This design comes from an exercise in tuning for small area and a short achievable clock period on the open sky130 flow, not from production work.
Power figures rest on the tool's default switching activity, not on a simulated workload.

== the reference run ==
==> flow/design.v <==
module apb_master (
  input PCLK,
  input PRESETn,
  input transfer,
  input read_write,
  input  [7:0] write_addr,
  input  [7:0] write_data,
  input  [7:0] read_addr,
  output reg [15:0] whi_n,   
  output reg [7:0] wdata,
  output reg [15:0] lo_n,    
  output reg [15:0] hi,      
  input  [7:0] rdata,
  output reg [7:0] read_data_out
);
  reg st1, st2, st3;         
  reg wr1;                   
  reg rd1, rd2;              
  reg [7:0] addr;
  reg [7:0] wdata0;
  reg [7:0] rhold;
  wire idle  = ~(st1 | st2 | st3);
  wire start = idle & transfer;
  always @(posedge PCLK or negedge PRESETn) begin
    if (!PRESETn) begin
      st1 <= 1'b0; st2 <= 1'b0; st3 <= 1'b0;
      wr1 <= 1'b0; rd1 <= 1'b0; rd2 <= 1'b0;
    end else begin
      st1 <= start;
      st2 <= st1;
      st3 <= st2;
      wr1 <= start & read_write;
      rd1 <= start & ~read_write;
      rd2 <= rd1;
    end
  end
  always @(posedge PCLK) begin
    addr  <= read_write ? write_addr : read_addr;
    wdata0 <= write_data;
    wdata <= wdata0;
    lo_n  <= ~(16'h1 << addr[3:0]);
    hi    <= 16'h1 << addr[7:4];
    whi_n <= ~({15'h0, wr1} << addr[7:4]);
    if (rd2)
      rhold <= rdata;
    read_data_out <= rhold;
  end
endmodule
module apb_slave (
  input PCLK,
  input [15:0] whi_n,
  input [7:0]  wdata,
  input [15:0] lo_n,
  input [15:0] hi,
  output [7:0] rdata
);
  reg [2047:0] mem;
  genvar h, l, b, k;
  generate
    for (h = 0; h < 16; h = h + 1) begin : g_h
      for (l = 0; l < 16; l = l + 1) begin : g_l
        wire we;
        rd_nor2 u_we (.a(whi_n[h]), .b(lo_n[l]), .y(we));
        always @(posedge PCLK)
          if (we)
            mem[(h*16+l)*8 +: 8] <= wdata;
      end
    end
    for (b = 0; b < 8; b = b + 1) begin : g_b
      wire [15:0] z;
      for (h = 0; h < 16; h = h + 1) begin : g_grp
        wire [7:0] t;
        wire [3:0] u;
        for (k = 0; k < 8; k = k + 1) begin : g_t
          rd_oai22 u_t (.a1(mem[(h*16+2*k)*8+b]), .a2(lo_n[2*k]),
                        .b1(mem[(h*16+2*k+1)*8+b]), .b2(lo_n[2*k+1]), .y(t[k]));
        end
        for (k = 0; k < 4; k = k + 1) begin : g_u
          rd_nor2 u_u (.a(t[2*k]), .b(t[2*k+1]), .y(u[k]));
        end
        rd_nand4 u_z (.a(u[0]), .b(u[1]), .c(u[2]), .d(u[3]), .y(z[h]));
      end
      wire [7:0] v;
      wire [1:0] w;
      for (k = 0; k < 8; k = k + 1) begin : g_v
        rd_aoi22 u_v (.a1(z[2*k]), .a2(hi[2*k]), .b1(z[2*k+1]), .b2(hi[2*k+1]), .y(v[k]));
      end
      for (k = 0; k < 2; k = k + 1) begin : g_w
        rd_nand4 u_w (.a(v[4*k]), .b(v[4*k+1]), .c(v[4*k+2]), .d(v[4*k+3]), .y(w[k]));
      end
      rd_nor2 u_r (.a(w[0]), .b(w[1]), .y(rdata[b]));
    end
  endgenerate
endmodule
module rd_nor2 (input a, input b, output y);
  assign y = ~(a | b);
endmodule
module rd_nand4 (input a, input b, input c, input d, output y);
  assign y = ~(a & b & c & d);
endmodule
module rd_oai22 (input a1, input a2, input b1, input b2, output y);
  assign y = ~((a1 | a2) & (b1 | b2));
endmodule
module rd_aoi22 (input a1, input a2, input b1, input b2, output y);
  assign y = ~((a1 & a2) | (b1 & b2));
endmodule
module apb_top (
 input PCLK,
 input PRESETn,
 input transfer,
 input read_write,
 input  [7:0] write_addr,
 input  [7:0] write_data,
 input  [7:0] read_addr,
 output [7:0] read_data_out
);
 wire [15:0] lo_n;
 wire [15:0] hi;
 wire [15:0] whi_n;
 wire [7:0]  wdata;
 wire [7:0]  rdata;
    apb_master master (
     .PCLK(PCLK), .PRESETn(PRESETn), .transfer(transfer), .read_write(read_write),
     .write_addr(write_addr), .write_data(write_data), .read_addr(read_addr),
     .whi_n(whi_n), .wdata(wdata), .lo_n(lo_n), .hi(hi),
     .rdata(rdata), .read_data_out(read_data_out)
    );
    apb_slave slave (
     .PCLK(PCLK), .whi_n(whi_n), .wdata(wdata),
     .lo_n(lo_n), .hi(hi), .rdata(rdata)
    );
endmodule
Settings: LEC_CHECK=0, CAP_MARGIN=40, CORE_MARGIN=2, CORE_UTILIZATION=60, CTS_BUF_LIST=sky130_fd_sc_hd__clkbuf_16, CTS_CLUSTER_DIAMETER=100, CTS_CLUSTER_SIZE=30, PLACE_DENSITY=0.7, SETUP_SLACK_MARGIN=4.5, SLEW_MARGIN=40, SYNTH_HIERARCHICAL=1; clock period 7.0 ns.
run.sh (not shown) runs the stock make flow with config.mk's settings and CLKGATE_MAP_FILE= SYNTH_SCRIPT=/design/flow/synth_recipe.tcl, a recipe that flattens the netlist after the stock synthesis.
## Diff of input files: the trial run against the reference run
==> flow/design.v, changed modules only <==
module apb_master (
  input PCLK,
  input PRESETn,
  input transfer,
  input read_write,
  input  [7:0] write_addr,
  input  [7:0] write_data,
  input  [7:0] read_addr,
  output reg [15:0] whi_n,   
  output reg [7:0] wdata,
  output [63:0] lo_n,        
  output reg [15:0] hi,      
  input  [7:0] rdata,
  output reg [7:0] read_data_out
);
  reg st1, st2, st3;         
  reg wr1;                   
  reg rd1, rd2;              
  reg [7:0] addr;
  reg [7:0] wdata0;
  reg [7:0] rhold;
  wire idle  = ~(st1 | st2 | st3);
  wire start = idle & transfer;
  always @(posedge PCLK or negedge PRESETn) begin
    if (!PRESETn) begin
      st1 <= 1'b0; st2 <= 1'b0; st3 <= 1'b0;
      wr1 <= 1'b0; rd1 <= 1'b0; rd2 <= 1'b0;
    end else begin
      st1 <= start;
      st2 <= st1;
      st3 <= st2;
      wr1 <= start & read_write;
      rd1 <= start & ~read_write;
      rd2 <= rd1;
    end
  end
  wire [15:0] lo_dec_n = ~(16'h1 << addr[3:0]);
  genvar c;
  generate
    for (c = 0; c < 4; c = c + 1) begin : g_lo
      apb_lo_reg u_lo (.PCLK(PCLK), .d(lo_dec_n), .q_n(lo_n[16*c +: 16]));
    end
  endgenerate
  always @(posedge PCLK) begin
    addr  <= read_write ? write_addr : read_addr;
    wdata0 <= write_data;
    wdata <= wdata0;
    hi    <= 16'h1 << addr[7:4];
    whi_n <= ~({15'h0, wr1} << addr[7:4]);
    if (rd2)
      rhold <= rdata;
    read_data_out <= rhold;
  end
endmodule
module apb_lo_reg (
  input PCLK,
  input [15:0] d,
  output reg [15:0] q_n
);
  always @(posedge PCLK)
    q_n <= d;
endmodule
module apb_slave (
  input PCLK,
  input [15:0] whi_n,
  input [7:0]  wdata,
  input [63:0] lo_n,        
  input [15:0] hi,
  output [7:0] rdata
);
  reg [2047:0] mem;
  genvar h, l, b, k;
  generate
    for (h = 0; h < 16; h = h + 1) begin : g_h
      for (l = 0; l < 16; l = l + 1) begin : g_l
        wire we;
        rd_nor2 u_we (.a(whi_n[h]), .b(lo_n[16*(h/4)+l]), .y(we));
        always @(posedge PCLK)
          if (we)
            mem[(h*16+l)*8 +: 8] <= wdata;
      end
    end
    for (b = 0; b < 8; b = b + 1) begin : g_b
      wire [15:0] z;
      for (h = 0; h < 16; h = h + 1) begin : g_grp
        wire [7:0] t;
        wire [3:0] u;
        for (k = 0; k < 8; k = k + 1) begin : g_t
          rd_oai22 u_t (.a1(mem[(h*16+2*k)*8+b]), .a2(lo_n[16*(h/4)+2*k]),
                        .b1(mem[(h*16+2*k+1)*8+b]), .b2(lo_n[16*(h/4)+2*k+1]), .y(t[k]));
        end
        for (k = 0; k < 4; k = k + 1) begin : g_u
          rd_nor2 u_u (.a(t[2*k]), .b(t[2*k+1]), .y(u[k]));
        end
        rd_nand4 u_z (.a(u[0]), .b(u[1]), .c(u[2]), .d(u[3]), .y(z[h]));
      end
      wire [7:0] v;
      wire [1:0] w;
      for (k = 0; k < 8; k = k + 1) begin : g_v
        rd_aoi22 u_v (.a1(z[2*k]), .a2(hi[2*k]), .b1(z[2*k+1]), .b2(hi[2*k+1]), .y(v[k]));
      end
      for (k = 0; k < 2; k = k + 1) begin : g_w
        rd_nand4 u_w (.a(v[4*k]), .b(v[4*k+1]), .c(v[4*k+2]), .d(v[4*k+3]), .y(w[k]));
      end
      rd_nor2 u_r (.a(w[0]), .b(w[1]), .y(rdata[b]));
    end
  endgenerate
endmodule
module apb_top (
 input PCLK,
 input PRESETn,
 input transfer,
 input read_write,
 input  [7:0] write_addr,
 input  [7:0] write_data,
 input  [7:0] read_addr,
 output [7:0] read_data_out
);
 wire [63:0] lo_n;
 wire [15:0] hi;
 wire [15:0] whi_n;
 wire [7:0]  wdata;
 wire [7:0]  rdata;
    apb_master master (
     .PCLK(PCLK), .PRESETn(PRESETn), .transfer(transfer), .read_write(read_write),
     .write_addr(write_addr), .write_data(write_data), .read_addr(read_addr),
     .whi_n(whi_n), .wdata(wdata), .lo_n(lo_n), .hi(hi),
     .rdata(rdata), .read_data_out(read_data_out)
    );
    apb_slave slave (
     .PCLK(PCLK), .whi_n(whi_n), .wdata(wdata),
     .lo_n(lo_n), .hi(hi), .rdata(rdata)
    );
endmodule
==> notes.md <==
Changes observed in the trial run relative to the reference run: die area increased by about 1.3% relative to the old numbers, clock power increased about 3%, post-layout minimum cycle time has decreased.
Utilization: the trial run lower than the reference run
[the trial run] non-clock buffer count fell 31 relative to the reference run
Of the two values seen for cell type of the slowest stage on the worst timing path, dfxtp_4 was produced by the reference run and dfxtp_2 by the trial run.
Highest ir drop seen on vdd deteriorates in the trial run relative to the reference run.
No functional check of the RTL was part of any run of this note.

## port drivers added, routing unchanged
The flow's constraints put no driver on any port. The routed layouts listed below were extracted and timed again, unchanged, in two steps. Step 1: set_driving_cell puts a clkbuf_16 on PCLK and a buf_2 on each other input, an assumption about the parent block. Step 2 also shifts input and output timing later by t, the mid clock arrival at the registers, as if the neighbouring blocks saw the same clock. Three values: ideal, step 1, step 2; two values: the first two.
run	shift t [ns]	setup WS [ns]	hold WS [ns]	cell pins on the clock port's net
the reference run	0.786	4.424 / 4.350 / 4.193	0.331 / 0.331 / 0.331	1
the trial run	0.769	4.436 / 4.359 / 4.519	0.332 / 0.332 / 0.332	1
After both steps setup and hold are still met in every run listed. The setup slack of the reference run, which loses most, moves by -0.074 ns with the drivers and by -0.231 ns with both steps.
